Background: an optimization exercise with open tools, aiming at small area. Do not read the settings as production practice. No functional check of the RTL was part of this run. No activity file was given, so power comes from the tool's default toggle rates.

### design.v
module sys_ref_core
(
 input   wire        CLK,
 input   wire        RST,             
 input   wire  [7:0] UART_RX_DATA,
 input   wire        UART_RX_Valid,
 input   wire        FIFO_FULL,
 output  reg   [7:0] FIFO_WR_DATA,
 output  reg         FIFO_WR_INC,
 output  wire  [7:0] UART_Config,
 output  wire  [7:0] Div_Ratio,
 output  wire        CLKDIV_EN
);
localparam [3:0] S_IDLE = 4'd0,
                 S_WA   = 4'd1,
                 S_WD   = 4'd2,
                 S_RA   = 4'd3,
                 S_OA   = 4'd4,
                 S_OB   = 4'd5,
                 S_FN   = 4'd6,
                 S_BUSY = 4'd7,
                 S_R1   = 4'd8,
                 S_R2   = 4'd9,
                 S_RD   = 4'd10,
                 S_RW   = 4'd11;
reg [3:0] st;
reg [3:0] ar;         
reg [2:0] cnt;
reg [7:0] H, L;       
reg [7:0] WB;         
reg [1:0] pc;         
reg [1:0] pp;         
reg [7:0] r0, r1, r2, r3;
reg [7:0] ring [0:11];
reg [1:0] p3, p4;
wire v = UART_RX_Valid;
wire [7:0] d = UART_RX_DATA;
wire [7:0] A = r0;
wire [7:0] B = r1;
assign UART_Config = r2;
assign Div_Ratio   = r3;
assign CLKDIV_EN   = 1'b1;
wire wfix = v & (st == S_WD) & (ar[3:2] == 2'b00);
always @(posedge CLK or negedge RST)
  if (!RST) begin
    r0 <= 8'h00; r1 <= 8'h00; r2 <= 8'h81; r3 <= 8'h20;
  end else begin
    if ((wfix & (ar[1:0] == 2'd0)) | (v & (st == S_OA))) r0 <= d;
    if ((wfix & (ar[1:0] == 2'd1)) | (v & (st == S_OB))) r1 <= d;
    if (wfix & (ar[1:0] == 2'd2)) r2 <= d;
    if (wfix & (ar[1:0] == 2'd3)) r3 <= d;
  end
always @(posedge CLK or negedge RST)
  if (!RST) begin
    p3 <= 2'd0; p4 <= 2'd0;
  end else begin
    p3 <= (p3 == 2'd2) ? 2'd0 : p3 + 2'd1;
    p4 <= p4 + 2'd1;
  end
wire       pend = (pc != 2'd0);
wire [1:0] w3  = (ar[3:2] == 2'd3) ? 2'd0 : ar[3:2];
wire [2:0] s3x = w3 + p3;
wire [1:0] s3  = (s3x >= 3'd3) ? s3x - 3'd3 : s3x[1:0];   
wire [1:0] s4  = ar[1:0] + p4;                           
wire       at_port = (s3 == 2'd2);
wire [1:0] port    = ~s4;                                
wire       at_rd   = (s3 == 2'd1) & (s4 == 2'd1);
integer k;
always @(posedge CLK or negedge RST)
  if (!RST) begin
    for (k = 0; k < 12; k = k + 1) ring[k] <= 8'h00;
  end else begin
    for (k = 0; k < 12; k = k + 1)
      if ((k % 3 == 0) && (pc == 2'd1) && (pp == k / 3))
        ring[k] <= WB;
      else
        ring[k] <= ring[(k + 11) % 12];
  end
wire [1:0] dl  = (s3 == 2'd0) ? 2'd1 : (s3 == 2'd1) ? 2'd0 : 2'd2;
always @(posedge CLK or negedge RST)
  if (!RST) pc <= 2'd0;
  else if (v & (st == S_WD) & (ar[3:2] != 2'b00)) pc <= dl + 2'd1;
  else if (pend) pc <= pc - 2'd1;
always @(posedge CLK)
  if (v & (st == S_WD)) pp <= ~(s4 + dl + 2'd1);
always @(posedge CLK)
  if (v & (st == S_WD)) WB <= d;
  else if ((st == S_RW) & at_rd & ~pend) WB <= ring[1];
always @(posedge CLK)
  if (v) ar <= d[3:0];
wire [3:0] f    = ar;
wire f_mul = (f == 4'd2);
wire f_div = (f == 4'd3);
wire f_inv = (f == 4'd1) | f_div | (f == 4'd10) | (f == 4'd11) | (f == 4'd12);
wire [8:0] X  = f_div ? {H, L[7]} : {1'b0, H};
wire [8:0] Y  = {1'b0, B & {8{~f_mul | L[0]}}};
wire [8:0] S  = X + (Y ^ {9{f_inv}}) + {8'b0, f_inv};
wire       lt = S[8];
wire fn_mul = (d[3:0] == 4'd2);
wire fn_div = (d[3:0] == 4'd3);
always @(posedge CLK)
  if (st == S_FN) begin
    H <= (fn_mul | fn_div) ? 8'h00 : A;
    L <= A;
  end else if (st == S_BUSY) begin
    if (f_mul) begin
      H <= S[8:1];
      L <= {S[0], L[7:1]};
    end else if (f_div) begin
      H <= lt ? X[7:0] : S[7:0];
      L <= {L[6:0], ~lt};
    end
  end
always @(posedge CLK or negedge RST)
  if (!RST) cnt <= 3'd0;
  else if (st == S_BUSY) cnt <= cnt + 3'd1;
wire bz = (B == 8'h00);
wire eq = (A == B);
reg [7:0] lo, hi;
always @(*) begin
  lo = 8'h00;
  hi = 8'h00;
  case (f)
    4'd0:  begin lo = S[7:0]; hi = {7'b0, S[8]}; end
    4'd1:  begin lo = S[7:0]; hi = {8{S[8]}}; end
    4'd2:  begin lo = L; hi = H; end
    4'd3:  begin lo = bz ? 8'h00 : L; end
    4'd4:  lo = A & B;
    4'd5:  lo = A | B;
    4'd6:  begin lo = ~(A & B); hi = 8'hFF; end
    4'd7:  begin lo = ~(A | B); hi = 8'hFF; end
    4'd8:  lo = A ^ B;
    4'd9:  begin lo = ~(A ^ B); hi = 8'hFF; end
    4'd10: lo = {7'b0, eq};
    4'd11: lo = {6'b0, ~lt & ~eq, 1'b0};
    4'd12: lo = {6'b0, lt, lt};
    4'd13: lo = {1'b0, A[7:1]};
    4'd14: begin lo = {A[6:0], 1'b0}; hi = {7'b0, A[7]}; end
    default: ;
  endcase
end
reg [7:0] fixrd;
always @(*)
  case (ar[1:0])
    2'd0: fixrd = r0;
    2'd1: fixrd = r1;
    2'd2: fixrd = r2;
    default: fixrd = r3;
  endcase
always @(*) begin
  FIFO_WR_INC  = 1'b0;
  FIFO_WR_DATA = lo;
  case (st)
    S_R1: FIFO_WR_INC = ~FIFO_FULL;
    S_R2: begin FIFO_WR_INC = ~FIFO_FULL; FIFO_WR_DATA = hi; end
    S_RD: begin FIFO_WR_INC = ~FIFO_FULL; FIFO_WR_DATA = (ar[3:2] == 2'b00) ? fixrd : WB; end
    default: ;
  endcase
end
always @(posedge CLK or negedge RST)
  if (!RST) st <= S_IDLE;
  else case (st)
    S_IDLE: if (v) begin
              if (d == 8'hAA) st <= S_WA;
              else if (d == 8'hBB) st <= S_RA;
              else if (d == 8'hCC) st <= S_OA;
              else if (d == 8'hDD) st <= S_FN;
            end
    S_WA:   if (v) st <= S_WD;
    S_WD:   if (v) st <= S_IDLE;
    S_RA:   if (v) st <= (d[3:2] == 2'b00) ? S_RD : S_RW;
    S_RW:   if (at_rd & ~pend) st <= S_RD;
    S_OA:   if (v) st <= S_OB;
    S_OB:   if (v) st <= S_FN;
    S_FN:   if (v) st <= S_BUSY;
    S_BUSY: if (cnt == 3'd7) st <= S_R1;
    S_R1:   if (!FIFO_FULL) st <= S_R2;
    S_R2:   if (!FIFO_FULL) st <= S_IDLE;
    S_RD:   if (!FIFO_FULL) st <= S_IDLE;
    default: st <= S_IDLE;
  endcase
endmodule
### run.sh
#!/bin/bash
# synth_recipe.tcl (not shown) runs the flow's synth.tcl, then flattens the netlist and writes it again
# the make line also repeats each setting of config.mk as NAME=value (left out here)
make -C /OpenROAD-flow-scripts/flow DESIGN_CONFIG=/design/flow/config.mk WORK_HOME=/design/flow/orfs CLKGATE_MAP_FILE= SYNTH_SCRIPT=/design/flow/synth_recipe.tcl finish
### config.mk
export PLATFORM = sky130hd
export DESIGN_NAME = sys_ref_core
export DESIGN_NICKNAME = sys_ref_core
export VERILOG_FILES = /design/flow/design.v
export SDC_FILE = /design/flow/constraint.sdc
export NUM_CORES = 4
export LEC_CHECK = 0
export ABC_AREA = 1
export CAP_MARGIN = 20
export CORE_MARGIN = 2
export CORE_UTILIZATION = 40
export PLACE_DENSITY = 0.6
export SLEW_MARGIN = 20
### constraint.sdc
create_clock -name core_clock -period 30.0 [get_ports {CLK}]
set_input_delay 6.0000 -clock core_clock [delete_from_list [all_inputs] [get_ports {CLK}]]
set_output_delay 6.0000 -clock core_clock [all_outputs]
set_load 0.01 [all_outputs]
==> run notes <==
## per-layer routing
layer	part of all wire [%]	vias up
li1	-	3241
met1	46	3190
met2	46	245
met3	6.6	35
met4	2.3	0
met5	0	-
## layout make-up
| cell class | instances | area (µm²) |
|---|---|---|
| fillers | 1971 | 10700 |
| flip-flops and latches | 171 | 4430 |
| multi-input cells | 648 | 3420 |
| clock buffers | 17 | 425 |
| inverters | 112 | 420 |
| repair buffers | 42 | 410 |
| well taps | 270 | 338 |
| clock inverters | 15 | 216 |
## power groups by stage
stage	Combinational (mW)	Clock (mW)	Sequential, mW
2_1_floorplan	0.269	0	0.379
3_3_place_gp	0.384	0	0.403
3_5_place_dp	0.390	0	0.404
4_1_cts	0.393	0.233	0.401
5_1_grt	0.444	0.244	0.411
6_report	0.395	0.230	0.401
## synth_stat cells, drive strengths merged, types with 3 or more instances
library cell,number
nand2,247
dfrtp,138
o21ai,130
inv,112
nor2,66
nand3,44
ha,31
edfxtp,30
a21oi,28
clkbuf,17
nand4,12
xnor2,12
o22ai,11
xor2,11
a31oi,10
buf,8
o221ai,7
a211oi,6
nor3,6
o211ai,5
dfstp,3
nor4,3
o2111ai,3
## metrics by stage
step	setup slack (ps)	cells
global placement	16810	1243
CTS	16820	1275
global route	16790	1275
finish	16830	1275
detailed placement	16830	1243
floorplan	17700	956
## logic make-up after synthesis
kind of cell             share of synthesized area (%)
AND/OR/NAND/NOR                                   18.9
AO/OA/AOI/OAI                                     14.0
flip-flops                                        52.9
buffers and inverters                             6.32
adder cells (fa/ha/maj)                           5.11
XOR/XNOR                                          2.58
other                                           0.0448
multiplexers                                     0.134
## worst min path at each step
| stage | startpoint | endpoint | slack, ps | depth (start not counted) |
|---|---|---|---|---|
| floorplan | ring[9][0]$_DFF_PN0_ | ring[10][0]$_DFF_PN0_ | 330 | 0 |
| global placement | ring[9][5]$_DFF_PN0_ | ring[10][5]$_DFF_PN0_ | 330 | 0 |
| detailed placement | ring[4][3]$_DFF_PN0_ | ring[5][3]$_DFF_PN0_ | 330 | 0 |
| CTS | ring[3][0]$_DFF_PN0_ | ring[4][0]$_DFF_PN0_ | 350 | 0 |
| global route | ring[3][0]$_DFF_PN0_ | ring[4][0]$_DFF_PN0_ | 340 | 0 |
| finish | ring[3][0]$_DFF_PN0_ | ring[4][0]$_DFF_PN0_ | 340 | 0 |
## registers in the layout, summed over array words and instances (netlist names), 3 cells and up
register  cells
H             8
L             8
WB            8
ar            4
cnt           3
r0            8
r1            8
r2            8
r3            8
ring         96
st            4
## cells in the final DEF (no fill, tap or decap), drive strengths merged, types with 5 or more instances in the layout
master,count
buf,7
o211ai,5
nand3,44
xor2,11
edfxtp,30
o221ai,7
xnor2,12
nand4,12
nor2,66
a211oi,6
clkdlybuf4s50,35
o22ai,11
nor3,6
clkinv,9
nand2,247
dfrtp,138
o21ai,130
ha,31
a21oi,28
a31oi,10
clkbuf,17
inv,118
==> impl_metrics.tcl <==
set metrics [dict create \
    status "finished clean" \
    hold_ws_ps 340 \
    grt_pass1_wl_um 36300 \
    rr_startpoint "ar[1]$_DFFE_PP_" \
    hold_class "reg2reg" \
    syn_area_um2 8370 \
    cts-root-buf "clkbuf_16" \
    clk_path_buf_depth 2 \
    synth_top_cells_by_area "dfrtp_1 41%, nand2_1 11%, edfxtp_1 11%, o21ai_0 6.6%, inv_1 4.8%" \
    grt_pass1_vias 6307 \
    clock_power_share_pct 22.4 \
    p_seq_share_pct 39.1 \
    fin_crit_ps 13170 \
    wl_um 23000 \
    vias 6711 \
    fin_worst_skew_ps 13.2 \
    p_comb_share_pct 38.5 \
    drt_iter0_drc 653 \
    drive_gt1_share_pct 6.37 \
    synth_fp_nets 1001 \
    met1_usage_pct 31.7 \
    initial_core_util_pct 41.1 \
    firstDrtPassIters 5 \
    diodes 0 \
    fin_tns_setup_ps 0 \
    maxCapViolations 0 \
    synthFlopType "dfrtp_1" \
    finalInstanceArea_um2 9670 \
    setup.worst_path.start_class "input pin" \
    portBuffers 36 \
    yosysSeqAreaShare_pct 52.9 \
    gp_congestion 0.980 \
    routedWlPerCell_um 18.0 \
    power_mw 1.03 \
    detailed_place.area_um2 9010 \
    grt_max_degree 79 \
    netSwitchingFraction_pct 41.0 \
    yosysTopAreaCell "dfrtp_1" \
    async_reset_ff_share_pct 82.5 \
    routed_via_density 5.26 \
    use_met2_pct 32.9 \
    yosys_warnings 2 \
    die_x_um 149 \
    p_sw_mw 0.421 \
    cts_resized 0 \
    ctsHoldBuffers 0 \
    critPathLaunch "FIFO_FULL" \
    placementRows 52 \
    endpoint "FIFO_WR_INC" \
    p_int_mw 0.606 \
    slew_headroom_pct 40.3 \
    cts_max_level 4 \
    path_class "in2out" \
    crit_family "buffers and inverters" \
    cp_cell_sequence "clkdlybuf4s50_1, nor3_1, clkdlybuf4s50_1" \
    max_stage_delay_ps 560 \
    overflow 0 \
    die_h_um 149 \
    cp_num_cells 3 \
    crit_path_frequent_cell "clkdlybuf4s50_1" \
    drc 0 \
    path_clk_slew_ps 80 \
    synth_edf_count 30 \
    leakage_nw 4.50 \
    required_ps 24000 \
    drt.antenna.violating_nets 0 \
    drv_slew 0 \
    cp_max_fo 2 \
    clock.fmax_mhz 76.0 \
    syn_area_per_cell_um2 8.76 \
    post-dp-hpwl_um 16600 \
    worst_slew_pin_slew_ps 892 \
    cts.sinks 171 \
    cts_tree "yes" \
    ir_drop_uv 44.9 \
    p_per_area_nw_per_um2 106 \
    end_kind "primary output" \
    clkLatencyLatePin_ps 450 \
    cts_setup_buffers 0 \
    cp_slowest_cell "clkdlybuf4s50_1" \
    ys_types 46 \
    worst_ep_arrival_time_ps 7170 \
    setup_violations 0 \
    antenna_found_initial 0 \
    fin_crit_sh_pct 43.9 \
    worstRegToRegCells 16 \
    path_buf_inv 2 \
    synth_cells 956 \
    post-route-util_pct 47.5 \
    use_met3_pct 3.83 \
    core_area_um2 20400 \
    finalHoldViolations 0 \
    areaGrowthSynthToFinish_pct 15.4 \
    dieArea_um2 22100 \
    ys_ff_latch 171 \
    synth_top_area_share_pct 41.2 \
    busiest_layer "met2" \
    cts_made_buffers 17 \
    grt_usage_pct 21.8 \
    r2r_end "H[2]$_DFFE_PP_" \
    io_pins 38 \
    layout.nets 1037 \
    rsz0062_at_grt "false" \
    rrSetupSlack_ps 25790 \
]

-- port drivers added, routing unchanged --
The flow's constraints put no driver on any port. The routed layout listed below was extracted and timed again, unchanged, in two steps. Step 1 sets driving cells, clkbuf_16 on the clock port and buf_2 on the other inputs (assumed; they add their load-dependent delay and slew). Step 2 also shifts input and output timing later by t, the mid clock arrival at the registers, as if the neighbouring blocks saw the same clock. Slacks: no drivers / after step 1 / after step 2; pairs: no drivers / after step 1.
shift t [ns]: 0.482
setup WS [ns]: 16.834 / 16.814 / 16.814
worst register clock-pin slew, ns: 0.08 / 0.08
After both steps setup and hold are still met in this run. The setup slack of this run moves by -0.020 ns with the drivers and by -0.020 ns with both steps.
